This design comes from an exercise in tuning for small area and a short achievable clock period on the open sky130 flow, not from production work. Only simulation tests tie the RTL to the original design; equivalence was not proved. Power and IR drop assume default switching activity.

[design/flow/run.sh]
#!/bin/bash
# synth_recipe.tcl (not shown) runs the flow's synth.tcl, then flattens the netlist and writes it again
# the make line also repeats each setting of config.mk as NAME=value (left out here)
make -C /OpenROAD-flow-scripts/flow DESIGN_CONFIG=/design/flow/config.mk WORK_HOME=/design/flow/orfs CLKGATE_MAP_FILE= SYNTH_SCRIPT=/design/flow/synth_recipe.tcl finish
[design/flow/config.mk]
export PLATFORM = sky130hd
export DESIGN_NAME = RISC_TOY_SYS
export DESIGN_NICKNAME = RISC_TOY_SYS
export VERILOG_FILES = /design/flow/design.v
export SDC_FILE = /design/flow/constraint.sdc
export NUM_CORES = 8
export LEC_CHECK = 0
export CAP_MARGIN = 30
export CORE_MARGIN = 2
export CORE_UTILIZATION = 40
export SETUP_SLACK_MARGIN = 0.2
export SLEW_MARGIN = 30
[design/flow/constraint.sdc]
create_clock -name core_clock -period 14.0 [get_ports {CLK}]
set_input_delay 2.8000 -clock core_clock [delete_from_list [all_inputs] [get_ports {CLK}]]
set_output_delay 2.8000 -clock core_clock [all_outputs]
set_load 0.01 [all_outputs]
[design/flow/design.v]
module REGFILE #(parameter AW = 5, ENTRY = 32) (
    input    wire                CLK, 
    input    wire                RSTN,	  
    input    wire                WEN,     
    input    wire    [AW-1:0]    WA,      
    input    wire    [31:0]      DI,      
    input    wire    [AW-1:0]    RA0,     
    input    wire    [AW-1:0]    RA1,     
    output   wire    [31:0]      DOUT0,   
    output   wire    [31:0]      DOUT1,   
	output   wire    [31:0]      CONSIG   
);
    reg        [31:0]        ram[0:ENTRY-1];
    always @ (posedge CLK or negedge RSTN)
    begin
        if(~RSTN)
        begin
            ram[0] 	<= 32'b0;	ram[1] 	<= 32'b0;	ram[2] 	<= 32'b0;   ram[3] 	<= 32'b0;
            ram[4] 	<= 32'b0;	ram[5] 	<= 32'b0;   ram[6] 	<= 32'b0;   ram[7] 	<= 32'b0;
            ram[8] 	<= 32'b0;  	ram[9] 	<= 32'b0;   ram[10] <= 32'b0;  	ram[11] <= 32'b0;
            ram[12] <= 32'b0;  	ram[13] <= 32'b0;  	ram[14] <= 32'b0;  	ram[15] <= 32'b0;
            ram[16] <= 32'b0;  	ram[17] <= 32'b0;  	ram[18] <= 32'b0;  	ram[19] <= 32'b0;
            ram[20] <= 32'b0;  	ram[21] <= 32'b0;  	ram[22] <= 32'b0;  	ram[23] <= 32'b0;
            ram[24] <= 32'b0;  	ram[25] <= 32'b0;  	ram[26] <= 32'b0;  	ram[27] <= 32'b0;
            ram[28] <= 32'b0;  	ram[29] <= 32'b0;  	ram[30] <= 32'b0;  	ram[31] <= 32'b0;
        end
        else
        begin
            if (~WEN)    ram[WA] <= DI;		 
        end
    end
    assign  DOUT0   = ram[RA0];
    assign  DOUT1   = ram[RA1];
	assign				CONSIG	= ram[31];	
endmodule
module CONTROL (
    input  wire [4:0]  opcode,
    input  wire [4:0]  rb,
    input  wire [2:0]  br_cond_field,
    output reg         RegWrite_ID,
    output reg  [2:0]  MemRW_ID,
    output reg  [1:0]  ALUSrc_ID,
    output reg  [3:0]  ALUControl_ID,
    output reg         Branch_ID,
    output reg         Jump_ID,
    output reg  [1:0]  ResultSrc_ID,
    output reg         rb1111check_ID,
    output reg  [1:0]  LoadStoreSrc_ID,
    output reg  [2:0]  BR_cond_ID
);
    always @(*) begin
        RegWrite_ID     = 1'b0;
        MemRW_ID        = 3'b000;   
        ALUSrc_ID       = 2'b00; 
        ALUControl_ID   = 4'b0000;
        Branch_ID       = 1'b0;
        Jump_ID         = 1'b0;
        ResultSrc_ID    = 2'b00; 
        LoadStoreSrc_ID = 2'b00; 
        rb1111check_ID  = (rb == 5'b11111);
		  BR_cond_ID      = 3'b000;
        case (opcode)
            5'b00000: begin RegWrite_ID = 1; ALUControl_ID = 4'b0000; end  
            5'b00010: begin RegWrite_ID = 1; ALUControl_ID = 4'b0001; end  
            5'b00011: begin RegWrite_ID = 1; ALUControl_ID = 4'b0110; end  
            5'b00100: begin RegWrite_ID = 1; ALUControl_ID = 4'b0101; end  
            5'b00101: begin RegWrite_ID = 1; ALUControl_ID = 4'b0010; end  
            5'b00111: begin RegWrite_ID = 1; ALUControl_ID = 4'b0011; end  
            5'b01001: begin RegWrite_ID = 1; ALUControl_ID = 4'b0100; end  
            5'b01010: begin RegWrite_ID = 1; ALUControl_ID = 4'b1000; end  
            5'b01011: begin RegWrite_ID = 1; ALUControl_ID = 4'b1001; end  
            5'b01100: begin RegWrite_ID = 1; ALUControl_ID = 4'b0111; end  
            5'b01101: begin RegWrite_ID = 1; ALUControl_ID = 4'b1010; end  
            5'b00001: begin  
                RegWrite_ID = 1; ALUSrc_ID = 2'b01; ALUControl_ID = 4'b0000;
            end
            5'b00110: begin  
                RegWrite_ID = 1; ALUSrc_ID = 2'b01; ALUControl_ID = 4'b0010;
            end
            5'b01000: begin  
                RegWrite_ID = 1; ALUSrc_ID = 2'b01; ALUControl_ID = 4'b0011;
            end
            5'b01110: begin  
                RegWrite_ID = 1; ALUSrc_ID = 2'b01; ALUControl_ID = 4'b1011; 
            end
            5'b01111: begin  
                Jump_ID = 1; ALUSrc_ID = 2'b11; ALUControl_ID = 4'b1111;
            end
            5'b10000: begin  
                RegWrite_ID = 1; ResultSrc_ID = 2'b11; Jump_ID = 1; ALUControl_ID = 4'b1011; ALUSrc_ID = 2'b11;
                LoadStoreSrc_ID = 2'b01;
            end
            5'b10001: begin  
                Branch_ID = 1'b1; BR_cond_ID = br_cond_field; ALUControl_ID = 4'b1011; ALUSrc_ID = 2'b00;
            end
            5'b10010: begin  
                RegWrite_ID = 1; ResultSrc_ID = 2'b10; 
                Branch_ID = 1'b1; BR_cond_ID = br_cond_field;
                ALUControl_ID = 4'b1011; ALUSrc_ID = 2'b00;
                LoadStoreSrc_ID = 2'b00;  
            end
            5'b10011: begin  
                MemRW_ID = 3'b001; ALUSrc_ID = 2'b01; LoadStoreSrc_ID = 2'b00;
                ALUControl_ID = 4'b0000; 
                rb1111check_ID = (rb == 5'b11111);
            end
            5'b10100: begin  
                MemRW_ID = 3'b001; ALUSrc_ID = 2'b01; LoadStoreSrc_ID = 2'b01; 
                ALUControl_ID = 4'b0000; 
            end
            5'b10101: begin  
                RegWrite_ID = 1; MemRW_ID = 3'b101; ALUSrc_ID = 2'b01; LoadStoreSrc_ID = 2'b00;
                ResultSrc_ID = 2'b01; ALUControl_ID = 4'b0000;
                rb1111check_ID = (rb == 5'b11111);
            end
            5'b10110: begin  
                RegWrite_ID = 1; MemRW_ID = 3'b101; ALUSrc_ID = 2'b01; LoadStoreSrc_ID = 2'b01; 
                ResultSrc_ID = 2'b01; ALUControl_ID = 4'b0000;
            end
            5'b10111: begin  
                RegWrite_ID = 1'b0; MemRW_ID = 3'b111; ALUSrc_ID = 2'b01; 
                LoadStoreSrc_ID = 2'b10; 
                ResultSrc_ID = 2'b01; ALUControl_ID = 4'b1011; 
            end
            5'b11000: begin  
                MemRW_ID = 3'b011; ALUSrc_ID = 2'b01; 
                LoadStoreSrc_ID = 2'b10; 
                ALUControl_ID = 4'b1011; 
            end
            5'b11111: begin
                ALUControl_ID = 4'b1111;  
            end
        endcase
    end
endmodule
module HAZARD_UNIT (
    input  wire [4:0] ra_ID,
    input  wire [4:0] rb_ID,
    input  wire [4:0] rac_EX,
    input  wire [2:0] MemRW_EX,  
    output reg        stall_pipeline
);
    always @(*) begin
        stall_pipeline = 1'b0;  
        if (MemRW_EX[2] == 1'b1) begin
            if ( (rac_EX != 5'b0) && ((rac_EX == ra_ID) || (rac_EX == rb_ID)) ) begin
                stall_pipeline = 1'b1;
            end
        end
    end
endmodule
module FORWARDING (
    input  wire       RSTN,
    input  wire [4:0] ra_EX,  
    input  wire [4:0] rb_EX,  
    input  wire [4:0] ra_MEM,  
    input  wire       RegWrite_MEM,
    input  wire [4:0] ra_WB,   
    input  wire       RegWrite_WB,
    output reg [1:0]  ForwardA,  
    output reg [1:0]  ForwardB   
);
    always @(*) begin
        ForwardA = 2'b00;
        ForwardB = 2'b00;
        if (!RSTN) begin
            ForwardA = 2'b00;
            ForwardB = 2'b00;
        end else begin
            if (RegWrite_MEM && (ra_MEM != 5'b0) && (ra_MEM == ra_EX)) begin
                ForwardA = 2'b10;  
            end
            else if (RegWrite_WB && (ra_WB != 5'b0) && (ra_WB == ra_EX)) begin
                ForwardA = 2'b01;  
            end
            if (RegWrite_MEM && (ra_MEM != 5'b0) && (ra_MEM == rb_EX)) begin
                ForwardB = 2'b10;  
            end
            else if (RegWrite_WB && (ra_WB != 5'b0) && (ra_WB == rb_EX)) begin
                ForwardB = 2'b01;  
            end
        end
    end
endmodule
module stage_IF (
    input  wire        CLK,
    input  wire        RSTN,
    input  wire        branch_ID,  
	 input  wire        stall_PC, 
    input  wire [1:0]  PCSrc_ID,
    input  wire [31:0] PCTarget_ID,
    input  wire [1:0]  PCSrc_EX,     
    input  wire [31:0] PCTarget_EX,
    output wire [31:0] PC_IF,
    output wire [31:0] PCadd4_IF,
    output wire        IREQ,
    output wire [29:0] IADDR  
);
    reg [31:0] PC;
    reg [31:0] PC_next;
    reg        PCWrite_IF;
	 always @(*) begin
        if (stall_PC) begin
            PC_next = PC; 
        end
        else if (PCSrc_ID != 2'b00) begin
            PC_next = PCTarget_ID;
        end 
        else if (PCSrc_EX != 2'b00) begin
            PC_next = PCTarget_EX;
        end 
        else begin
            PC_next = PC + 32'd4;
        end
    end
    always @(*) begin
        if (!RSTN) begin
             PCWrite_IF = 1'b0;
		  end else if (stall_PC) begin   
             PCWrite_IF = 1'b0;
        end else begin
             PCWrite_IF = 1'b1;  
        end
    end
    always @(posedge CLK or negedge RSTN) begin
        if (!RSTN) begin
            PC <= 32'b0;
        end else if (PCWrite_IF) begin
            PC <= PC_next;
        end 
    end
    assign PC_IF = PC;
    assign PCadd4_IF = PC+32'd4; 
    assign IREQ = (RSTN) ? 1'b1 : 1'b0;     
    assign IADDR = PC[29:0]; 
endmodule
module stage_ID (
    input  wire [31:0] instruction_ID,
    input  wire [31:0] RD1,
    input  wire [31:0] RD2,
    input  wire [31:0] PC_ID,  
    output wire         RegWrite_ID,
    output wire  [2:0]  MemRW_ID,
    output wire  [1:0]  ALUSrc_ID,
    output wire  [3:0]  ALUControl_ID,
    output wire         Branch_ID,
    output wire         Jump_ID,
    output wire  [1:0]  ResultSrc_ID,
    output wire         rb1111check_ID,
    output wire  [1:0]  LoadStoreSrc_ID,
    output wire [5:0]   shift_amount_ID,
    output reg  [4:0]  ra,  
    output reg  [4:0]  rb,  
    output wire [4:0]  rac_ID,  
    output wire [2:0]  BR_cond_ID,  
    output wire [31:0] RD1_ID,
    output wire [31:0] RD2_ID,
    output reg  [31:0] immExtend_ID,
    output wire [31:0] PCTarget_ID,  
    output wire [1:0]  PCSrc_ID      
);
    wire [4:0] opcode_field = instruction_ID[31:27];
    wire [4:0] ra_field     = instruction_ID[26:22];
    wire [4:0] rb_field     = instruction_ID[21:17];
    wire [4:0] rc_field     = instruction_ID[16:12];
    wire [4:0] shamt_field  = instruction_ID[4:0];
    wire [2:0] br_cond_field = instruction_ID[2:0];
    wire [16:0] imm17       = instruction_ID[16:0];
    wire [21:0] imm22       = instruction_ID[21:0];
    wire [2:0]  cond_field  = instruction_ID[2:0];
    CONTROL control_unit (
        .opcode         (opcode_field),
        .rb             (rb_field),
        .RegWrite_ID    (RegWrite_ID),
        .MemRW_ID       (MemRW_ID),
        .ALUSrc_ID      (ALUSrc_ID),
        .ALUControl_ID  (ALUControl_ID),
        .Branch_ID      (Branch_ID),
        .Jump_ID        (Jump_ID),
        .ResultSrc_ID   (ResultSrc_ID),
        .rb1111check_ID (rb1111check_ID),
        .LoadStoreSrc_ID(LoadStoreSrc_ID)
    );
    assign shift_amount_ID = instruction_ID[5:0];
    assign RD1_ID = RD1;
    assign RD2_ID = RD2;
    assign BR_cond_ID = cond_field;
    assign rac_ID = ra_field;
    always @(*) begin
        ra = rb_field;
        rb = rc_field;
        case (opcode_field)
            5'b10011: begin 
                ra = rb_field; 
                rb = ra_field; 
            end
            5'b10100: begin 
                ra = 5'b00000; 
                rb = ra_field; 
            end
				5'b00011, 5'b00100: begin
                ra = rc_field;  
                rb = 5'b00000; 
            end
            default: begin
            end
        endcase
    end
    always @(*) begin
        immExtend_ID = 32'b0;
        case (opcode_field)
            5'b01111: begin  
                immExtend_ID = {{10{imm22[21]}}, imm22}; 
            end
            5'b10000: begin  
                immExtend_ID = {{10{imm22[21]}}, imm22}; 
            end
            5'b10011: begin  
                if (rb_field == 5'b11111) begin
                    immExtend_ID = {15'b0, imm17};  
                end else begin
                    immExtend_ID = {{15{imm17[16]}}, imm17};  
                end
            end
            5'b10100: begin  
                immExtend_ID = {{10{imm22[21]}}, imm22}; 
            end
            5'b10101: begin  
                if (rb_field == 5'b11111) begin
                    immExtend_ID = {15'b0, imm17};  
                end else begin
                    immExtend_ID = {{15{imm17[16]}}, imm17};  
                end
            end
            5'b10110: begin  
                immExtend_ID = {{10{imm22[21]}}, imm22}; 
            end
            5'b10111: begin  
                immExtend_ID = {10'b0, imm22}; 
            end
            5'b11000: begin  
                immExtend_ID = {10'b0, imm22}; 
            end
            default: begin
                immExtend_ID = {{15{imm17[16]}}, imm17};
            end
        endcase
    end
	assign PCTarget_ID = (Jump_ID) ? (PC_ID + 32'd4 + immExtend_ID) : 32'b0;
    assign PCSrc_ID    = (Jump_ID) ? 2'b01 : 2'b00;  
endmodule
module stage_EX (
    input  wire [31:0] RD1_EX,
    input  wire [31:0] RD2_EX,
    input  wire [31:0] Result_WB,
    input  wire [31:0] ALU_result_MEM,
    input  wire [1:0]  ForwardA,
    input  wire [1:0]  ForwardB,   
    input  wire [2:0]  BR_cond_ID,
    input  wire [1:0]  ALUSrc_EX,         
    input  wire [1:0]  LoadStoreSrc_EX,   
    input  wire [3:0]  ALUControl_EX,
    input  wire [31:0] immExtend_EX,
    input  wire [31:0] PC_EX,
    input  wire [5:0]  shift_amount_EX,
    input  wire        Branch_EX,         
    input  wire        Jump_EX,
    input  wire        rb1111check_EX,
    input  wire [2:0]  BR_cond_EX,  
    output wire [31:0] RD1_EX_a,          
    output wire [31:0] RD2_EX_a,          
    output wire [31:0] ALU_result_EX,
    output wire [31:0] PCTarget_EX,
    output wire [1:0]  PCSrc_EX           
);
    reg [31:0] RD1_fwd;
    reg [31:0] RD2_fwd;
    always @(*) begin
        case (ForwardA)
            2'b00: RD1_fwd = RD1_EX;
            2'b01: RD1_fwd = Result_WB;
            2'b10: RD1_fwd = ALU_result_MEM;
            2'b11: RD1_fwd = Result_WB;
            default: RD1_fwd = RD1_EX;
        endcase
    end
    always @(*) begin
        case (ForwardB)
            2'b00: RD2_fwd = RD2_EX;
            2'b01: RD2_fwd = Result_WB;
            2'b10: RD2_fwd = ALU_result_MEM;
            default: RD2_fwd = RD2_EX;
        endcase
    end
    assign RD1_EX_a = RD1_fwd;  
    assign RD2_EX_a = RD2_fwd;  
    reg [31:0] ALU_in_A;
    reg [31:0] ALU_in_B;
    always @(*) begin
        case (LoadStoreSrc_EX)
            2'b01: ALU_in_A = PC_EX;     
            2'b10: ALU_in_A = 32'b0;
            default: ALU_in_A = (rb1111check_EX) ? 32'b0 : RD1_fwd;  
        endcase
        case (ALUSrc_EX)
            2'b00: ALU_in_B = RD2_fwd;       
            2'b01: ALU_in_B = immExtend_EX;  
            2'b10: ALU_in_B = immExtend_EX + PC_EX;  
            2'b11: ALU_in_B = immExtend_EX + PC_EX + 32'd4;  
            default: ALU_in_B = RD2_fwd;
        endcase
    end
	 wire [4:0] final_shamt = (shift_amount_EX[5]) ? ALU_in_B[4:0] : shift_amount_EX[4:0];
    reg [31:0] alu_out;
    reg        zero_flag;  
    always @(*) begin
        case (ALUControl_EX)
            4'b0000: alu_out = ALU_in_A + ALU_in_B;                
            4'b0001: alu_out = ALU_in_A - ALU_in_B;                
            4'b0010: alu_out = ALU_in_A & ALU_in_B;                
            4'b0011: alu_out = ALU_in_A | ALU_in_B;                
            4'b0100: alu_out = ALU_in_A ^ ALU_in_B;                
            4'b0101: alu_out = ~ALU_in_A;                          
            4'b0110: alu_out = -ALU_in_A;                          
            4'b0111: alu_out = ALU_in_A <<  final_shamt;       
            4'b1000: alu_out = ALU_in_A >>  final_shamt;       
            4'b1001: alu_out = $signed(ALU_in_A) >>> final_shamt;  
            4'b1010: alu_out = (ALU_in_A >> final_shamt) | (ALU_in_A << (32 - final_shamt));    
            4'b1011: alu_out = ALU_in_B;                           
            4'b1111: alu_out = 32'b0;                         
            default: alu_out = 32'b0;
        endcase
        case (BR_cond_EX)
            3'b000: zero_flag = 1'b0;  
            3'b001: zero_flag = 1'b1;  
            3'b010: zero_flag = (alu_out == 32'b0);  
            3'b011: zero_flag = (alu_out != 32'b0);  
            3'b100: zero_flag = ($signed(alu_out) >= 0);  
            3'b101: zero_flag = ($signed(alu_out) < 0);   
            default: zero_flag = 1'b0;
        endcase
    end
    assign ALU_result_EX = alu_out;   
    assign PCTarget_EX = (Branch_EX & zero_flag) ? ALU_in_A : 32'b0;  
    wire branch_taken;
    assign branch_taken = (Branch_EX & zero_flag);  
    assign PCSrc_EX = (branch_taken) ? 2'b01 : 2'b00;
endmodule
module stage_MEM (
    input  wire [2:0]  MemRW_MEM,       
    input  wire [31:0] ALU_result_MEM,  
    input  wire [31:0] RD2_MEM,  
    input  wire [31:0] ALU_result_EX,
    output wire        DREQ,            
    output wire [1:0]  DRW,             
    output wire [31:0] DADDR,           
    output wire [31:0] DWDATA,          
    input  wire [31:0] DRDATA,          
    output wire [31:0] ReadData_Out     
);
    assign DREQ = MemRW_MEM[0];
    assign DRW[1:0] = MemRW_MEM[2:1]; 
    assign DADDR = ALU_result_MEM; 
    assign DWDATA = RD2_MEM;
    assign ReadData_Out = DRDATA;
endmodule
module stage_WB (
    input  wire [1:0]  ResultSrc_WB,
    input  wire [31:0] ALU_result_WB,
    input  wire [31:0] ReadData_MEM,
    input  wire [31:0] PCadd4_WB,
    input  wire [31:0] PC_WB,   
    output reg [31:0] Result_WB
);
    always @(*) begin
        case (ResultSrc_WB)
            2'b00: Result_WB = ALU_result_WB;
            2'b01: Result_WB = ReadData_MEM;
            2'b10: Result_WB = PC_WB;
            2'b11: Result_WB = PC_WB+32'd4;
            default: Result_WB = 32'b0;
        endcase
    end
endmodule
module reg_IFID (
    input  wire        CLK,
    input  wire        RSTN,
    input  wire        stall_IFID,
    input  wire        flush_IFID,
    input  wire [31:0] instruction_IF,
    input  wire [31:0] PC_IF,
    input  wire [31:0] PCadd4_IF,
    output wire  [31:0] instruction_ID,
    output reg  [31:0] PC_ID,
    output reg  [31:0] PCadd4_ID
);
	 assign instruction_ID = (!RSTN || flush_IFID) ? 32'hF8000000 : instruction_IF;    
    always @(posedge CLK or negedge RSTN) begin
        if (!RSTN) begin
            PC_ID          <= 32'b0;
            PCadd4_ID      <= 32'b0;
        end else if (flush_IFID) begin
            PC_ID          <= 32'b0;
            PCadd4_ID      <= 32'b0;
        end else if (!stall_IFID) begin
            PC_ID          <= PC_IF;
            PCadd4_ID      <= PCadd4_IF;
        end 
    end
endmodule
module reg_IDEX (
    input  wire        CLK,
    input  wire        RSTN,
    input  wire        stall_IDEX,
    input  wire        flush_IDEX,
    input  wire        RegWrite_ID,
    input  wire [2:0]  MemRW_ID,
    input  wire [1:0]  ALUSrc_ID,
    input  wire [3:0]  ALUControl_ID,
    input  wire        Branch_ID,
    input  wire        Jump_ID,
    input  wire [1:0]  ResultSrc_ID,
    input  wire        rb1111check_ID,
    input  wire [1:0]  LoadStoreSrc_ID,
    input  wire [5:0]  shift_amount_ID,
    input  wire [2:0]  BR_cond_ID,
    input  wire [31:0] PC_ID,
    input  wire [31:0] RD1_ID,
    input  wire [31:0] RD2_ID,
    input  wire [31:0] immExtend_ID,
    input  wire [4:0]  ra_ID,
    input  wire [4:0]  rb_ID,
    input  wire [4:0]  rac_ID,
    output reg         RegWrite_EX,
    output reg  [2:0]  MemRW_EX,
    output reg  [1:0]  ALUSrc_EX,
    output reg  [3:0]  ALUControl_EX,
    output reg         Branch_EX,
    output reg         Jump_EX,
    output reg  [1:0]  ResultSrc_EX,
    output reg         rb1111check_EX,
    output reg  [1:0]  LoadStoreSrc_EX,
    output reg  [5:0]  shift_amount_EX,
    output reg  [2:0]  BR_cond_EX,
    output reg  [31:0] PC_EX,
    output reg  [31:0] RD1_EX,
    output reg  [31:0] RD2_EX,
    output reg  [31:0] immExtend_EX,
    output reg  [4:0]  ra_EX,
    output reg  [4:0]  rb_EX,
    output reg  [4:0]  rac_EX
);
    always @(posedge CLK or negedge RSTN) begin
        if (!RSTN) begin
            RegWrite_EX      <= 1'b0;
            MemRW_EX         <= 3'b000;
            ALUSrc_EX        <= 2'b00;
            ALUControl_EX    <= 4'b0000;
            Branch_EX        <= 1'b0;
            Jump_EX          <= 1'b0;
            ResultSrc_EX     <= 2'b00;
            rb1111check_EX   <= 1'b0;
            LoadStoreSrc_EX  <= 2'b00;
            shift_amount_EX  <= 6'b0;
            BR_cond_EX       <= 3'b0;
            PC_EX            <= 32'b0;
            RD1_EX           <= 32'b0;
            RD2_EX           <= 32'b0;
            immExtend_EX     <= 32'b0;
            ra_EX            <= 5'b0;
            rb_EX            <= 5'b0;
            rac_EX           <= 5'b0;
        end else if (flush_IDEX) begin
            RegWrite_EX      <= 1'b0;
            MemRW_EX         <= 3'b000;
            ALUSrc_EX        <= 2'b00;
            ALUControl_EX    <= 4'b1111;  
            Branch_EX        <= 1'b0;
            Jump_EX          <= 1'b0;
            ResultSrc_EX     <= 2'b00;
            rb1111check_EX   <= 1'b0;
            LoadStoreSrc_EX  <= 2'b00;
            shift_amount_EX  <= 5'b0;
            BR_cond_EX       <= 3'b0;
            PC_EX            <= 32'b0;
            RD1_EX           <= 32'b0;
            RD2_EX           <= 32'b0;
            immExtend_EX     <= 32'b0;
            ra_EX            <= 5'b0;
            rb_EX            <= 5'b0;
            rac_EX           <= 5'b0;
        end else if (!stall_IDEX) begin
            RegWrite_EX      <= RegWrite_ID;
            MemRW_EX         <= MemRW_ID;
            ALUSrc_EX        <= ALUSrc_ID;
            ALUControl_EX    <= ALUControl_ID;
            Branch_EX        <= Branch_ID;
            Jump_EX          <= Jump_ID;
            ResultSrc_EX     <= ResultSrc_ID;
            rb1111check_EX   <= rb1111check_ID;
            LoadStoreSrc_EX  <= LoadStoreSrc_ID;
            shift_amount_EX  <= shift_amount_ID;
            BR_cond_EX       <= BR_cond_ID;
            PC_EX            <= PC_ID;
            RD1_EX           <= RD1_ID;
            RD2_EX           <= RD2_ID;
            immExtend_EX     <= immExtend_ID;
            ra_EX            <= ra_ID;
            rb_EX            <= rb_ID;
            rac_EX           <= rac_ID;
        end
    end
endmodule
module reg_EXMEM (
    input  wire        CLK,
    input  wire        RSTN,
    input  wire        stall_EXMEM,
    input  wire        flush_EXMEM,
    input  wire        RegWrite_EX,
    input  wire [2:0]  MemRW_EX,
    input  wire [1:0]  ResultSrc_EX,
    input  wire [31:0] PC_EX,
    input  wire [31:0] PCadd4_EX,
    input  wire [31:0] ALU_result_EX,
    input  wire [31:0] RD2_EX,
    input  wire [4:0]  rac_EX,
    output reg         RegWrite_MEM,
    output reg  [2:0]  MemRW_MEM,
    output reg  [1:0]  ResultSrc_MEM,
    output reg  [31:0] PC_MEM,
    output reg  [31:0] PCadd4_MEM,
    output reg  [31:0] ALU_result_MEM,
    output reg  [31:0] RD2_MEM,
    output reg  [4:0]  rac_MEM
);
    always @(posedge CLK or negedge RSTN) begin
        if (!RSTN) begin
            RegWrite_MEM     <= 1'b0;
            MemRW_MEM        <= 3'b000;
            ResultSrc_MEM    <= 2'b00;
            PC_MEM           <= 32'b0;
            PCadd4_MEM       <= 32'b0;
            ALU_result_MEM   <= 32'b0;
            RD2_MEM          <= 32'b0;
            rac_MEM          <= 5'b0;
        end else if (flush_EXMEM) begin
            RegWrite_MEM     <= 1'b0;
            MemRW_MEM        <= 3'b000;
            ResultSrc_MEM    <= 2'b00;
            PC_MEM           <= 32'b0;
            PCadd4_MEM       <= 32'b0;
            ALU_result_MEM   <= 32'b0;
            RD2_MEM          <= 32'b0;
            rac_MEM          <= 5'b0;
        end else if (!stall_EXMEM) begin
            RegWrite_MEM     <= RegWrite_EX;
            MemRW_MEM        <= MemRW_EX;
            ResultSrc_MEM    <= ResultSrc_EX;
            PC_MEM           <= PC_EX;
            PCadd4_MEM       <= PCadd4_EX;
            ALU_result_MEM   <= ALU_result_EX;
            RD2_MEM          <= RD2_EX;
            rac_MEM          <= rac_EX;
        end
    end
endmodule
module reg_MEMWB (
    input  wire        CLK,
    input  wire        RSTN,
    input  wire        flush_MEMWB,
    input  wire        RegWrite_MEM,
    input  wire [1:0]  ResultSrc_MEM,
    input  wire [31:0] ReadData_MEM, 
    input  wire [31:0] ALU_result_MEM,
    input  wire [31:0] PC_MEM,
    input  wire [31:0] PCadd4_MEM,
    input  wire [4:0]  rac_MEM,
    output reg         RegWrite_WB,
    output reg  [1:0]  ResultSrc_WB,
    output reg  [31:0] ReadData_WB, 
    output reg  [31:0] ALU_result_WB,
    output reg  [31:0] PCadd4_WB,
    output reg  [4:0]  rac_WB,
    output reg  [31:0] PC_WB
);
    always @(posedge CLK or negedge RSTN) begin
        if (!RSTN) begin
            RegWrite_WB    <= 1'b0;
            ResultSrc_WB   <= 2'b00;
            ReadData_WB    <= 32'b0;
            ALU_result_WB  <= 32'b0;
            PCadd4_WB      <= 32'b0;
            rac_WB         <= 5'b0;
        end else if (flush_MEMWB) begin
            RegWrite_WB    <= 1'b0;
            ResultSrc_WB   <= 2'b00;
            ReadData_WB    <= 32'b0;
            ALU_result_WB  <= 32'b0;
            PCadd4_WB      <= 32'b0;
            rac_WB         <= 5'b0;
        end else begin
            RegWrite_WB    <= RegWrite_MEM;
            ResultSrc_WB   <= ResultSrc_MEM;
            ReadData_WB    <= ReadData_MEM;
            ALU_result_WB  <= ALU_result_MEM;
            PC_WB          <= PC_MEM;
            PCadd4_WB      <= PCadd4_MEM;
            rac_WB         <= rac_MEM;
        end
    end
endmodule
module RISC_TOY (
    input      wire              CLK,
    input      wire              RSTN,
    output     wire              IREQ,
    output     wire    [29:0]    IADDR,
    input      wire    [31:0]    INSTR,
    output     wire              DREQ,
    output     wire    [1:0]     DRW,
    output     wire    [29:0]    DADDR,
    output     wire    [31:0]    DWDATA,
    output     wire    [31:0]    CONSIG,
    input      wire    [31:0]    DRDATA
);
    wire [31:0] PC_IF;
    wire [31:0] PCadd4_IF;
    wire [31:0] instruction_IF = INSTR;
    wire [31:0] PCTarget_ID;
    wire [1:0]  PCSrc_ID;
    wire [31:0] PCTarget_EX;
    wire [1:0]  PCSrc_EX;
    wire Branch_ID;
    wire Jump_ID;
    wire stall_branch_signal = (Branch_ID || Jump_ID);
    wire stall_pipeline;  
    stage_IF stage_if_inst (
        .CLK(CLK),
        .RSTN(RSTN),
        .branch_ID(stall_branch_signal),
        .stall_PC(stall_pipeline),         
        .PCSrc_ID(PCSrc_ID),               
        .PCTarget_ID(PCTarget_ID),         
        .PCTarget_EX(PCTarget_EX),         
        .PCSrc_EX(PCSrc_EX),               
        .IREQ(IREQ),
        .IADDR(IADDR),
        .PC_IF(PC_IF),
        .PCadd4_IF(PCadd4_IF)
    );
    wire stall_IFID  = stall_pipeline;
    wire stall_IDEX  = 1'b0;
    wire stall_EXMEM = 1'b0;
    reg PCSrc_ID_delayed;
    always @(posedge CLK or negedge RSTN) begin
        if (!RSTN) 
            PCSrc_ID_delayed <= 1'b0;
        else 
            PCSrc_ID_delayed <= (PCSrc_ID != 2'b00); 
    end
    assign flush_IFID  = (RSTN) ? ((PCSrc_EX != 2'b00) || PCSrc_ID_delayed) : 1'b0;    
    assign flush_IDEX  = stall_pipeline;
    wire flush_EXMEM = 1'b0;
    wire flush_MEMWB = 1'b0;
    wire [31:0] instruction_ID;
    wire [31:0] PC_ID;
    wire [31:0] PCadd4_ID;
    reg_IFID reg_ifid (
        .CLK(CLK),
        .RSTN(RSTN),
        .stall_IFID(stall_IFID),
        .flush_IFID(flush_IFID),
        .instruction_IF(instruction_IF),
        .PC_IF(PC_IF),
        .PCadd4_IF(PCadd4_IF),
        .instruction_ID(instruction_ID),
        .PC_ID(PC_ID),
        .PCadd4_ID(PCadd4_ID)
    );
    wire        RegWrite_WB;
    wire [4:0]  rac_WB;
    wire [31:0] Result_WB;
    wire [31:0] RD1_RF;
    wire [31:0] RD2_RF;
    wire [4:0]  ra_ID;
    wire [4:0]  rb_ID;
    REGFILE #(.AW(5), .ENTRY(32)) RegFile (
        .CLK   (CLK),
        .RSTN  (RSTN),
        .WEN   (~RegWrite_WB),
        .WA    (rac_WB),
        .DI    (Result_WB),
        .RA0   (ra_ID),
        .RA1   (rb_ID),
        .DOUT0 (RD1_RF),
        .DOUT1 (RD2_RF),
        .CONSIG(CONSIG)
    );
    wire        RegWrite_ID;
    wire [2:0]  MemRW_ID;
    wire [1:0]  ALUSrc_ID;
    wire [3:0]  ALUControl_ID;
    wire [1:0]  ResultSrc_ID;
    wire        rb1111check_ID;
    wire [1:0]  LoadStoreSrc_ID;
    wire [5:0]  shift_amount_ID;
    wire [4:0]  rac_ID;
    wire [2:0]  BR_cond_ID;  
    wire [31:0] RD1_ID;
    wire [31:0] RD2_ID;
    wire [31:0] immExtend_ID;
    wire [31:0] RD1_Final = (RegWrite_WB && (rac_WB != 5'b0) && (rac_WB == ra_ID)) ? Result_WB : RD1_RF;
    wire [31:0] RD2_Final = (RegWrite_WB && (rac_WB != 5'b0) && (rac_WB == rb_ID)) ? Result_WB : RD2_RF;
    stage_ID stage_id (
        .instruction_ID(instruction_ID),
        .RD1(RD1_Final),  
        .RD2(RD2_Final),  
        .PC_ID(PC_ID),    
        .RegWrite_ID(RegWrite_ID),
        .MemRW_ID(MemRW_ID),
        .ALUSrc_ID(ALUSrc_ID),
        .ALUControl_ID(ALUControl_ID),
        .Branch_ID(Branch_ID),
        .Jump_ID(Jump_ID),
        .ResultSrc_ID(ResultSrc_ID),
        .rb1111check_ID(rb1111check_ID),
        .LoadStoreSrc_ID(LoadStoreSrc_ID),
        .shift_amount_ID(shift_amount_ID),
        .BR_cond_ID(BR_cond_ID),  
        .ra(ra_ID),
        .rb(rb_ID),
        .rac_ID(rac_ID),
        .RD1_ID(RD1_ID),
        .RD2_ID(RD2_ID),
        .immExtend_ID(immExtend_ID),
        .PCTarget_ID(PCTarget_ID),  
        .PCSrc_ID(PCSrc_ID)         
    );
    wire        RegWrite_EX;
    wire [2:0]  MemRW_EX;       
    wire [1:0]  ALUSrc_EX;
    wire [3:0]  ALUControl_EX;
    wire        Branch_EX;
    wire        Jump_EX;
    wire [1:0]  ResultSrc_EX;
    wire        rb1111check_EX;
    wire [1:0]  LoadStoreSrc_EX;
    wire [5:0]  shift_amount_EX;
    wire [2:0]  BR_cond_EX; 
    wire [31:0] PC_EX;
    wire [31:0] RD1_EX;
    wire [31:0] RD2_EX;
    wire [31:0] immExtend_EX;
    wire [4:0]  ra_EX;
    wire [4:0]  rb_EX;
    wire [4:0]  rac_EX;         
    HAZARD_UNIT hazard_unit (
        .ra_ID(ra_ID),          
        .rb_ID(rb_ID),          
        .rac_EX(rac_EX),        
        .MemRW_EX(MemRW_EX),    
        .stall_pipeline(stall_pipeline) 
    );
    reg_IDEX reg_idex (
        .CLK(CLK),
        .RSTN(RSTN),
        .stall_IDEX(stall_IDEX),
        .flush_IDEX(flush_IDEX),
        .RegWrite_ID(RegWrite_ID),
        .MemRW_ID(MemRW_ID),
        .ALUSrc_ID(ALUSrc_ID),
        .ALUControl_ID(ALUControl_ID),
        .Branch_ID(Branch_ID),
        .Jump_ID(Jump_ID),
        .ResultSrc_ID(ResultSrc_ID),
        .rb1111check_ID(rb1111check_ID),
        .LoadStoreSrc_ID(LoadStoreSrc_ID),
        .shift_amount_ID(shift_amount_ID),
        .BR_cond_ID(BR_cond_ID), 
        .PC_ID(PC_ID),
        .RD1_ID(RD1_ID),
        .RD2_ID(RD2_ID),
        .immExtend_ID(immExtend_ID),
        .ra_ID(ra_ID),
        .rb_ID(rb_ID),
        .rac_ID(rac_ID),
        .RegWrite_EX(RegWrite_EX),
        .MemRW_EX(MemRW_EX),
        .ALUSrc_EX(ALUSrc_EX),
        .ALUControl_EX(ALUControl_EX),
        .Branch_EX(Branch_EX),
        .Jump_EX(Jump_EX),
        .ResultSrc_EX(ResultSrc_EX),
        .rb1111check_EX(rb1111check_EX),
        .LoadStoreSrc_EX(LoadStoreSrc_EX),
        .shift_amount_EX(shift_amount_EX),
        .BR_cond_EX(BR_cond_EX), 
        .PC_EX(PC_EX),
        .RD1_EX(RD1_EX),
        .RD2_EX(RD2_EX),
        .immExtend_EX(immExtend_EX),
        .ra_EX(ra_EX),
        .rb_EX(rb_EX),
        .rac_EX(rac_EX)
    );
    wire [1:0] ForwardA;
    wire [1:0] ForwardB;
    wire [4:0]  rac_MEM; 
    wire        RegWrite_MEM;
    FORWARDING forwarding_inst (
        .RSTN(RSTN),
        .ra_EX(ra_EX),
        .rb_EX(rb_EX),
        .ra_MEM(rac_MEM),
        .RegWrite_MEM(RegWrite_MEM),
        .ra_WB(rac_WB),
        .RegWrite_WB(RegWrite_WB),
        .ForwardA(ForwardA),
        .ForwardB(ForwardB)
    );
    wire [31:0] ALU_result_EX;
    wire [31:0] RD1_EX_a;  
    wire [31:0] RD2_EX_a;  
    wire [31:0] PCadd4_EX = PC_EX + 32'd4;
    wire [31:0] ALU_result_MEM;
    stage_EX stage_ex (
        .ALUSrc_EX(ALUSrc_EX),
        .ALUControl_EX(ALUControl_EX),
        .Branch_EX(Branch_EX),
        .Jump_EX(Jump_EX),
        .rb1111check_EX(rb1111check_EX),
        .LoadStoreSrc_EX(LoadStoreSrc_EX),
        .shift_amount_EX(shift_amount_EX),
        .BR_cond_EX(BR_cond_EX),  
        .RD1_EX(RD1_EX),
        .RD2_EX(RD2_EX),
        .immExtend_EX(immExtend_EX),
        .PC_EX(PC_EX),
        .ForwardA(ForwardA),
        .ForwardB(ForwardB),
        .Result_WB(Result_WB),
        .ALU_result_MEM(ALU_result_MEM), 
        .PCSrc_EX(PCSrc_EX),
        .PCTarget_EX(PCTarget_EX),
        .ALU_result_EX(ALU_result_EX),
        .RD1_EX_a(RD1_EX_a),
        .RD2_EX_a(RD2_EX_a)
    );
    wire [2:0]  MemRW_MEM;
    wire [1:0]  ResultSrc_MEM;
    wire [31:0] PC_MEM;
    wire [31:0] PCadd4_MEM;
    wire [31:0] RD2_MEM;
    reg_EXMEM reg_exmem (
        .CLK(CLK),
        .RSTN(RSTN),
        .stall_EXMEM(stall_EXMEM),
        .flush_EXMEM(flush_EXMEM),
        .RegWrite_EX(RegWrite_EX),
        .MemRW_EX(MemRW_EX),
        .ResultSrc_EX(ResultSrc_EX),
        .PC_EX(PC_EX),
        .PCadd4_EX(PCadd4_EX),
        .ALU_result_EX(ALU_result_EX),
        .RD2_EX(RD2_EX_a),  
        .rac_EX(rac_EX),
        .RegWrite_MEM(RegWrite_MEM),
        .MemRW_MEM(MemRW_MEM),
        .ResultSrc_MEM(ResultSrc_MEM),
        .PC_MEM(PC_MEM),
        .PCadd4_MEM(PCadd4_MEM),
        .ALU_result_MEM(ALU_result_MEM),
        .RD2_MEM(RD2_MEM),
        .rac_MEM(rac_MEM)
    );
    wire [31:0] ReadData_MEM;
    stage_MEM stage_mem (
        .MemRW_MEM(MemRW_MEM),
        .ALU_result_MEM(ALU_result_MEM),
        .RD2_MEM(RD2_MEM),
        .DREQ(DREQ),
        .DRW(DRW),
        .DADDR(DADDR),
        .DWDATA(DWDATA),
        .DRDATA(DRDATA),
        .ReadData_Out(ReadData_MEM)
    );
    wire [1:0]  ResultSrc_WB;
    wire [31:0] ReadData_WB;
    wire [31:0] ALU_result_WB;
    wire [31:0] PCadd4_WB;
    wire [31:0] PC_WB;   
    reg_MEMWB reg_memwb (
        .CLK(CLK),
        .RSTN(RSTN),
        .flush_MEMWB(flush_MEMWB),
        .RegWrite_MEM(RegWrite_MEM),
        .ResultSrc_MEM(ResultSrc_MEM),
        .ReadData_MEM(ReadData_MEM),
        .ALU_result_MEM(ALU_result_MEM),
        .PC_MEM(PC_MEM),
        .PCadd4_MEM(PCadd4_MEM),
        .rac_MEM(rac_MEM),
        .RegWrite_WB(RegWrite_WB),
        .ResultSrc_WB(ResultSrc_WB),
        .ReadData_WB(ReadData_WB),
        .ALU_result_WB(ALU_result_WB),
        .PCadd4_WB(PCadd4_WB),
        .PC_WB(PC_WB), 
        .rac_WB(rac_WB)
    );
    stage_WB stage_wb (
        .ResultSrc_WB(ResultSrc_WB),
        .ALU_result_WB(ALU_result_WB),
        .ReadData_MEM(ReadData_MEM),
        .PCadd4_WB(PCadd4_WB),
        .PC_WB(PC_WB), 
        .Result_WB(Result_WB)
    );
endmodule
module MAC (
    input  wire signed[3:0]  a_in,
    input  wire signed[3:0]  b_in,
    input  wire               CLK,
    input  wire               RSTN,
    input  wire               clr,  
    output reg  signed[3:0]  a_out,
    output reg  signed[3:0]  b_out,
    output reg  signed[19:0] result,
    output reg                done,
    input  wire               enable,
    input  wire               update_ready
);
    wire acc_en  = enable & update_ready;
    always @(posedge CLK or negedge RSTN) begin
        if (!RSTN) begin
            a_out <= 4'sd0;
            b_out <= 4'sd0;
            done  <= 1'b0;
        end else begin
            done <= acc_en;
            if (enable) begin
                a_out <= a_in;
                b_out <= b_in;
            end
        end
    end
    always @(posedge CLK or negedge RSTN) begin
        if (!RSTN) begin
            result <= 20'sd0;
        end else if (!acc_en) begin
            result <= result;
        end else if (clr) begin
            result <= 20'sd0;
        end else begin
            result <= result + ($signed(a_in) * $signed(b_in));
        end
    end
endmodule
module macarray_4x4 (
    input  wire               CLK,
    input  wire               RSTN,
    input  wire               clr,
    input  wire        [1:0]  enable,
    input  wire               update_ready,
    input  wire signed [3:0]  a_in_row0,
    input  wire signed [3:0]  a_in_row1,
    input  wire signed [3:0]  a_in_row2,
    input  wire signed [3:0]  a_in_row3,
    input  wire signed [3:0]  b_in_col0,
    input  wire signed [3:0]  b_in_col1,
    input  wire signed [3:0]  b_in_col2,
    input  wire signed [3:0]  b_in_col3,
    output wire signed [19:0] C00, C01, C02, C03,
    output wire signed [19:0] C10, C11, C12, C13,
    output wire signed [19:0] C20, C21, C22, C23,
    output wire signed [19:0] C30, C31, C32, C33,
    output wire signed [15:0] a_out
);
    wire signed [3:0] a_0_1, a_0_2, a_0_3;
    wire signed [3:0] a_1_1, a_1_2, a_1_3;
    wire signed [3:0] a_2_1, a_2_2, a_2_3;
    wire signed [3:0] a_3_1, a_3_2, a_3_3;
    wire signed [3:0] b_1_0, b_2_0, b_3_0;
    wire signed [3:0] b_1_1, b_2_1, b_3_1;
    wire signed [3:0] b_1_2, b_2_2, b_3_2;
    wire signed [3:0] b_1_3, b_2_3, b_3_3;
    wire d00, d01, d02, d03;
    wire d10, d11, d12, d13;
    wire d20, d21, d22, d23;
    wire d30, d31, d32, d33;
    assign a_out = {a_in_row3, a_in_row2, a_in_row1, a_in_row0};
    MAC pe00 (.a_in(a_in_row0), .b_in(b_in_col0), .CLK(CLK), .RSTN(RSTN), .clr(clr), .a_out(a_0_1), .b_out(b_1_0), .result(C00), .done(d00), .enable(enable[0]), .update_ready(update_ready));
    MAC pe01 (.a_in(a_0_1),     .b_in(b_in_col1), .CLK(CLK), .RSTN(RSTN), .clr(clr), .a_out(a_0_2), .b_out(b_1_1), .result(C01), .done(d01), .enable(enable[0]), .update_ready(update_ready));
    MAC pe02 (.a_in(a_0_2),     .b_in(b_in_col2), .CLK(CLK), .RSTN(RSTN), .clr(clr), .a_out(a_0_3), .b_out(b_1_2), .result(C02), .done(d02), .enable(enable[0]), .update_ready(update_ready));
    MAC pe03 (.a_in(a_0_3),     .b_in(b_in_col3), .CLK(CLK), .RSTN(RSTN), .clr(clr), .a_out( ), .b_out(b_1_3), .result(C03), .done(d03), .enable(enable[1]), .update_ready(update_ready));
    MAC pe10 (.a_in(a_in_row1), .b_in(b_1_0), .CLK(CLK), .RSTN(RSTN), .clr(clr), .a_out(a_1_1), .b_out(b_2_0), .result(C10), .done(d10), .enable(enable[0]), .update_ready(update_ready));
    MAC pe11 (.a_in(a_1_1),     .b_in(b_1_1), .CLK(CLK), .RSTN(RSTN), .clr(clr), .a_out(a_1_2), .b_out(b_2_1), .result(C11), .done(d11), .enable(enable[0]), .update_ready(update_ready));
    MAC pe12 (.a_in(a_1_2),     .b_in(b_1_2), .CLK(CLK), .RSTN(RSTN), .clr(clr), .a_out(a_1_3), .b_out(b_2_2), .result(C12), .done(d12), .enable(enable[0]), .update_ready(update_ready));
    MAC pe13 (.a_in(a_1_3),     .b_in(b_1_3), .CLK(CLK), .RSTN(RSTN), .clr(clr), .a_out( ), .b_out(b_2_3), .result(C13), .done(d13), .enable(enable[1]), .update_ready(update_ready));
    MAC pe20 (.a_in(a_in_row2), .b_in(b_2_0), .CLK(CLK), .RSTN(RSTN), .clr(clr), .a_out(a_2_1), .b_out(b_3_0), .result(C20), .done(d20), .enable(enable[0]), .update_ready(update_ready));
    MAC pe21 (.a_in(a_2_1),     .b_in(b_2_1), .CLK(CLK), .RSTN(RSTN), .clr(clr), .a_out(a_2_2), .b_out(b_3_1), .result(C21), .done(d21), .enable(enable[0]), .update_ready(update_ready));
    MAC pe22 (.a_in(a_2_2),     .b_in(b_2_2), .CLK(CLK), .RSTN(RSTN), .clr(clr), .a_out(a_2_3), .b_out(b_3_2), .result(C22), .done(d22), .enable(enable[0]), .update_ready(update_ready));
    MAC pe23 (.a_in(a_2_3),     .b_in(b_2_3), .CLK(CLK), .RSTN(RSTN), .clr(clr), .a_out( ), .b_out(b_3_3), .result(C23), .done(d23), .enable(enable[1]), .update_ready(update_ready));
    MAC pe30 (.a_in(a_in_row3), .b_in(b_3_0), .CLK(CLK), .RSTN(RSTN), .clr(clr), .a_out(a_3_1), .b_out( ), .result(C30), .done(d30), .enable(enable[1]), .update_ready(update_ready));
    MAC pe31 (.a_in(a_3_1),     .b_in(b_3_1), .CLK(CLK), .RSTN(RSTN), .clr(clr), .a_out(a_3_2), .b_out( ), .result(C31), .done(d31), .enable(enable[1]), .update_ready(update_ready));
    MAC pe32 (.a_in(a_3_2),     .b_in(b_3_2), .CLK(CLK), .RSTN(RSTN), .clr(clr), .a_out(a_3_3), .b_out( ), .result(C32), .done(d32), .enable(enable[1]), .update_ready(update_ready));
    MAC pe33 (.a_in(a_3_3),     .b_in(b_3_3), .CLK(CLK), .RSTN(RSTN), .clr(clr), .a_out( ), .b_out( ), .result(C33), .done(d33), .enable(enable[1]), .update_ready(update_ready));
endmodule
module CUSTOM_IP(
    input   wire            CLK,
    input   wire            RSTN,
    input   wire   [31:0]   IPIN,
    input   wire   [31:0]   CON,     
    output  wire    [31:0]   IPOUT
);
    reg [16:0] input_buffer [0:7];
    reg [31:0] IPOUT_reg;
    reg receiving_enable; 
    reg computing_enable;
    reg [3:0] cnt; 
    reg [4:0] exec_cnt;  
    wire start_bit = CON[2];
    wire is_3x3    = CON[0];
    wire init_bit   = CON[1];  
    integer i;
    reg clr_mac;
    reg update_ready;
    reg [1:0] mac_enable;
    reg signed [3:0] a_in_row [0:3];
    reg signed [3:0] b_in_col [0:3];
    wire signed [19:0] C[0:3][0:3];
    macarray_4x4 u_mac_array (
        .CLK(CLK),
        .RSTN(RSTN),
        .clr(clr_mac),
        .enable(mac_enable),
        .update_ready(update_ready),
        .a_in_row0(a_in_row[0]), .a_in_row1(a_in_row[1]), .a_in_row2(a_in_row[2]), .a_in_row3(a_in_row[3]),
        .b_in_col0(b_in_col[0]), .b_in_col1(b_in_col[1]), .b_in_col2(b_in_col[2]), .b_in_col3(b_in_col[3]),
        .C00(C[0][0]), .C01(C[0][1]), .C02(C[0][2]), .C03(C[0][3]),
        .C10(C[1][0]), .C11(C[1][1]), .C12(C[1][2]), .C13(C[1][3]),
        .C20(C[2][0]), .C21(C[2][1]), .C22(C[2][2]), .C23(C[2][3]),
        .C30(C[3][0]), .C31(C[3][1]), .C32(C[3][2]), .C33(C[3][3]),
        .a_out()
    );
    reg last_start_bit;
    reg last_init_bit;
    always @(posedge CLK or negedge RSTN) begin
        if (!RSTN) begin
            receiving_enable <= 1'b0;
            computing_enable <= 1'b0;
            cnt <= 0;
            exec_cnt <= 0;
            clr_mac <= 0;
            last_start_bit <= 0;
            last_init_bit <= 0;
            for(i=0; i<8; i=i+1) begin
                input_buffer[i] <= 17'd0;
            end
        end
        else begin
            last_start_bit <= start_bit;
            last_init_bit <= init_bit;
            if (init_bit) begin
                for(i=0; i<8; i=i+1) begin
                    input_buffer[i] <= 17'd0;
                end
                receiving_enable <= 1'b0;
                computing_enable <= 1'b0;
                cnt <= 0;
                exec_cnt <= 0;
                clr_mac <= 1'b1;
                update_ready <= 1'b1;
                mac_enable <= (is_3x3) ? 2'b01 : 2'b11;
            end
            if (start_bit && !last_start_bit && !receiving_enable && !computing_enable) begin
                receiving_enable <= 1'b1;
                cnt <= 1; 
                for(i=0; i<8; i=i+1) begin
                    input_buffer[i] <= 17'd0;
                end
                input_buffer[0] <= IPIN[16:0];  
            end
            else if (receiving_enable) begin
                if (is_3x3 && (cnt == 3 || cnt == 7)) begin
                    input_buffer[cnt] <= 17'd0;
                end
                else begin
                    input_buffer[cnt] <= IPIN[16:0];
                end
                if (cnt == 7) begin
                    receiving_enable <= 1'b0;
                    cnt <= 0;
                    computing_enable <= 1'b1;
                    exec_cnt <= 0;
                end
                else begin
                    cnt <= cnt + 1;
                end
            end
            if (computing_enable && !init_bit) begin
                exec_cnt <= exec_cnt + 1;
                if (exec_cnt == 0) begin
                    clr_mac <= 1'b1;
                    update_ready <= 1'b1; 
                    mac_enable <= (is_3x3) ? 2'b01 : 2'b11;
                end
                else if (exec_cnt == 1) begin
                    clr_mac <= 1'b0;  
                end
                else if (exec_cnt > 12) begin 
                    computing_enable <= 1'b0;
                    update_ready <= 1'b0;
                    mac_enable <= 2'b00;
                    exec_cnt <= 0;
                end
            end
            else begin
                if (init_bit) begin
                    clr_mac <= 1'b1;
                    update_ready <= 1'b1;
                    mac_enable <= (is_3x3) ? 2'b01 : 2'b11;
                end
                else begin
                    clr_mac <= 1'b0;
                    update_ready <= 1'b0;
                    mac_enable <= 2'b00;
                end
            end
        end
    end
    function signed [3:0] get_element;
        input [16:0] row_data;
        input integer idx;
        begin
            case (idx)
                0: get_element = row_data[3:0];
                1: get_element = row_data[7:4];
                2: get_element = row_data[11:8];
                3: begin
                    if (is_3x3) get_element = 4'sd0;
                    else        get_element = row_data[15:12];
                end
                default: get_element = 4'sd0;
            endcase
        end
    endfunction
    integer k, r, c;
    always @(*) begin
        for (r=0; r<4; r=r+1) a_in_row[r] = 4'sd0;
        for (c=0; c<4; c=c+1) b_in_col[c] = 4'sd0;
        if (computing_enable && exec_cnt >= 2) begin
            k = exec_cnt - 2;  
            for (r=0; r<4; r=r+1) begin
                if ((k >= r) && (k < r + 4)) begin
                   if (!is_3x3 || r < 3) begin
                        a_in_row[r] = get_element(input_buffer[r], k - r);
                   end
                end
            end
            for (c=0; c<4; c=c+1) begin
                if ((k >= c) && (k < c + 4)) begin
                    if (!is_3x3 || c < 3) begin
                         b_in_col[c] = get_element(input_buffer[4 + (k - c)], c);
                    end
                end
            end
        end
    end
    always @(*) begin
        if(CON[8]) begin
            IPOUT_reg = C[CON[7:6]][CON[5:4]];
        end else begin
            IPOUT_reg = 32'd0;
        end
    end 
assign IPOUT = IPOUT_reg;
endmodule
module RISC_TOY_SYS (
    input  wire          CLK,
    input  wire          RSTN,
    output wire          IREQ,
    output wire [29:0]   IADDR,
    input  wire [31:0]   INSTR,
    output wire          DREQ,
    output wire [1:0]    DRW,
    output wire [29:0]   DADDR,
    output wire [31:0]   DWDATA,
    input  wire [31:0]   DRDATA,
    output wire [31:0]   CONSIG,
    input  wire [31:0]   IPIN,
    output wire [31:0]   IPOUT
);
    RISC_TOY u_core (
        .CLK    (CLK),
        .RSTN   (RSTN),
        .IREQ   (IREQ),
        .IADDR  (IADDR),
        .INSTR  (INSTR),
        .DREQ   (DREQ),
        .DRW    (DRW),
        .DADDR  (DADDR),
        .DWDATA (DWDATA),
        .CONSIG (CONSIG),
        .DRDATA (DRDATA)
    );
    CUSTOM_IP u_ip (
        .CLK    (CLK),
        .RSTN   (RSTN),
        .IPIN   (IPIN),
        .CON    (CONSIG),
        .IPOUT  (IPOUT)
    );
endmodule
==> summary.txt <==
status finished clean; gpl congestion 1.09; Seq cells post-synth 1,977; cell at the slowest stage of the critical path or4_1; largest area contributor in the netlist dfrtp_1; Num CTS Buffers 234; pwr/cell area 147 nW/um^2; Compound-Gate Fraction of Synth Area 26.0%; worst slew pin tran 1.26 ns; Pleak 73.3 nW; worst hold margin 0.304 ns; Switch Pwr 9.56 mW; Total Wirelength 747,000 um; PortBufs 241; initial antenna violation count 94; Post-Syn Instances 14,700; R2R cell count 61; most frequent cells in the layout nand2_1 (2,086), dfrtp_1 (1,936), buf_4 (1,723); clock latency (worst-skew pair) 1.10 ns; class of the worst hold path reg2reg; H-tree Lvls 4; final-layout fill cell count 30,900; combined area of the multi-input logic cells 75,600 sq um; CTS Root Cell clkbuf_16; setup_tns 0 ns; number of synthesized flops with an enable pin 35; buffer levels on the longest clock path 4; VDD IR-drop max 126 uV; RSZ-0062 raised after global routing no; WP data arrival 14.28 ns; detailed placement HPWL 544,000 um; Die Area 331,000 sq um; register area share after synthesis 38.0%; Max Slew Vio Count 0; Synth top area share 37.2%; Cell variety after synth 123; core area 325,000 sq um; top post-synthesis cells by area dfrtp_1 (37%), ha_1 (6.8%), nand2_1 (6.1%), o21ai_0 (5.6%), a21oi_1 (3.2%); startpoint types primary input; worst hold path startpoint u_core.reg_exmem.PC_MEM[26]$_DFF_PN0_; layout cell share with drive strength beyond 1 17.6%; Die Ht 576 um; final number of setup-violating endpoints 0; Reg2Reg Launch Point u_core.reg_idex.PC_EX[0]$_DFF_PN0_; Clock Sink Count 1,977; DR iter-0 viols 21,400; worst reg-to-reg setup slack 0.90 ns; Setup CP Type in2reg; fmax 0.0743 GHz; clk_skew 0.160 ns; Main synth FF type dfrtp_1; asr flop ratio synth 98.2%; clock-pin slew on the worst setup and hold paths 0.06 ns; post-synthesis mux area share 2.06%; Post-Layout Cell Count 20,500; Synth Area in Simple Gates 15.2%; final core utilization 49.2%; io pins 258; placed cells 20,000; PnR Total Power 23.5 mW; Synth Area in Adders 9.35%; Sequential Power Share 33.6%; synthesis-to-layout area growth 22.2%; Power Internal 13.9 mW; hold depth 0; synthesized cell area 131,000 sq um; nets 16,900; Crit Path Max Fanout 13; first-pass GRT wire length 1,020,000 um; worst rel slew slack 15.7%; Clk pwr share 28.9%; maximum number of pins on one net before global-route repair 175; CTS tree yes; max_cap viols 0; width of the die 576 um; Initial Util 40.3%; CP required 14.83 ns; Yosys warnings 25; xor-xnor portion of the synthesized cell area 3.89%; Final min period 13.46 ns; total vias in the final route 136,000; Vias/cell 6.62; Crit. End Element register; Detail Route Antenna Nets 0; period utilisation layout 96.1%; vias in the first global route 127,000; DRC viols 0; aggregate global-route resource usage 43.7%; Max stage delay on crit path 0.56 ns; most common cell after layout, fill and taps aside nand2_1; reg2reg end u_core.stage_if_inst.PC[31]$_DFFE_PN0P_; router iterations before antenna repair 9; Comb pwr share 37.5%; combinational family with the most area after synthesis compound AO/OA/AOI/OAI gates; syn nets 15,700; grt ovf 0; synthesized area per cell 8.87 sq um; # rows 209; Seq. cell area 49,700 sq um; Avg WL per Cell 36.4 um; worst hold endpoint u_core.reg_memwb.PC_WB[26]$_DFFE_PP_; Switching Fraction 40.7%; final hold vios 0
==> power groups by stage <==
| stage | sequential (mW) | clock, mW | combinational (mW) |
|---|---|---|---|
| 3_3_place_gp | 7.89 | 0 | 8.28 |
| 6_report | 7.89 | 6.78 | 8.80 |
| 2_1_floorplan | 7.31 | 0 | 3.72 |
| 4_1_cts | 7.79 | 6.79 | 8.35 |
| 3_5_place_dp | 7.88 | 0 | 8.27 |
| 5_1_grt | 7.90 | 7.04 | 9.07 |
==> cell usage after synthesis, drive strengths merged, types with 38 or more instances <==
| library cell | number |
|---|---|
| nor2 | 538 |
| o21a | 38 |
| nor4 | 94 |
| xnor2 | 368 |
| o22ai | 75 |
| buf | 301 |
| o21ai | 1487 |
| a222oi | 57 |
| inv | 575 |
| a221oi | 246 |
| a31oi | 92 |
| nand3 | 456 |
| a211oi | 136 |
| a2111oi | 58 |
| nand4 | 202 |
| o211ai | 123 |
| or3 | 39 |
| nor2b | 80 |
| xor2 | 213 |
| a32oi | 93 |
| and2 | 219 |
| nand2b | 120 |
| o21bai | 150 |
| nand2 | 2120 |
| mux2 | 122 |
| a21o | 128 |
| a22o | 443 |
| o31ai | 70 |
| ha | 715 |
| o221ai | 65 |
| clkbuf | 853 |
| and3 | 81 |
| a22oi | 547 |
| dfrtp | 1942 |
| a21oi | 841 |
| a32o | 40 |
| fa | 163 |
| nor3 | 228 |
| mux2i | 108 |
==> final cells by class <==
| cell class | instances | area share (%) |
|---|---|---|
| Tap cell | 4325 | 3.39 |
| Timing Repair Buffer | 2123 | 11.5 |
| Sequential cell | 1977 | 31.1 |
| Multi-Input combinational cell | 11000 | 47.4 |
| Clock inverter | 108 | 1.00 |
| Clock buffer | 324 | 4.20 |
| Inverter | 579 | 1.36 |
| Antenna cell | 65 | 0.102 |
==> worst max-delay path by stage <==
stage                                                    endpoint  cells past startpoint  startpoint  slack, ns
final                     u_core.stage_if_inst.PC[31]$_DFFE_PN0P_                     61        RSTN       0.54
after detailed placement  u_core.stage_if_inst.PC[31]$_DFFE_PN0P_                     61        RSTN      -1.49
after global placement    u_core.stage_if_inst.PC[31]$_DFFE_PN0P_                     61        RSTN      -1.54
after CTS                 u_core.stage_if_inst.PC[31]$_DFFE_PN0P_                     65        RSTN       0.22
after global routing      u_core.stage_if_inst.PC[31]$_DFFE_PN0P_                     61        RSTN       0.20
after floorplan           u_core.stage_if_inst.PC[31]$_DFFE_PN0P_                     61        RSTN       0.21
==> sequential cells by signal, summed over array words and instances (netlist names), 32 cells and up <==
| signal | flops |
|---|---|
| u_core.reg_exmem.PC_MEM | 32 |
| u_core.reg_memwb.PC_WB | 32 |
| u_core.RegFile.ram | 1024 |
| u_core.reg_idex.RD2_EX | 32 |
| u_core.stage_if_inst.PC | 32 |
| u_core.reg_memwb.ALU_result_WB | 32 |
| u_core.reg_idex.RD1_EX | 32 |
| u_core.reg_idex.PC_EX | 32 |
| u_core.reg_ifid.PC_ID | 32 |
| u_core.reg_exmem.ALU_result_MEM | 32 |
| u_core.reg_exmem.RD2_MEM | 32 |
| u_ip.input_buffer | 128 |
==> per-stage QoR <==
stage	setup WS, ns	instance area, sq um
floorplan	0.212	131000
global placement	-1.54	150000
detailed placement	-1.49	150000
CTS	0.220	159000
global route	0.197	160000
finish	0.544	160000
==> kinds of logic after synthesis <==
group           count (synthesis)
simple gates                 4305
flops                        1977
fa+ha+maj                     879
xor+xnor                      581
buf+inv                      1733
mux                           240
compound gates               5024
==> routing by layer <==
layer	global-route usage [%]	routed length, um	vias up
met5	0.990	1050	-
met4	31.7	68600	72
met3	16.1	95400	3248
met2	61.2	298000	10000
met1	55.1	284000	66100
li1	-	-	56500
==> critical path: cells and delay by family <==
kind,cells,cell delay (ns)
mux,1,0.28
buf+inv,8,1.19
simple gates,15,3.56
compound gates,29,4.57
xor+xnor,3,0.48
fa+ha+maj,5,1.37
==> timing repair <==
action                                 CTS  global route
buffers inserted                         4            16
endpoints found under the hold margin    0             0
resized for setup                       41            67
pin swaps                               21            57
setup endpoints to repair                7             9
hold buffers                             0             0

==> static timing again, ports no longer ideal <==
The results above use ideal ports. As a check the final layout listed here was re-extracted and re-timed, cells and wires unchanged. Step 1: set_driving_cell puts a clkbuf_16 on CLK and a buf_2 on each other input, an assumption about the parent block. Step 2 also shifts input and output timing later by t, the mid clock arrival at the registers, as if the neighbouring blocks saw the same clock. a / b / c = ideal ports / drivers / drivers and shift; a / b = the first two.
t (ns): 1.145
setup slack, ns: 0.544 / 0.584 / -0.561
worst setup path at the end: input to register
Met with ideal ports but missed after step 2: setup timing in this run. The setup slack of this run moves by +0.040 ns with the drivers and by -1.105 ns with both steps.
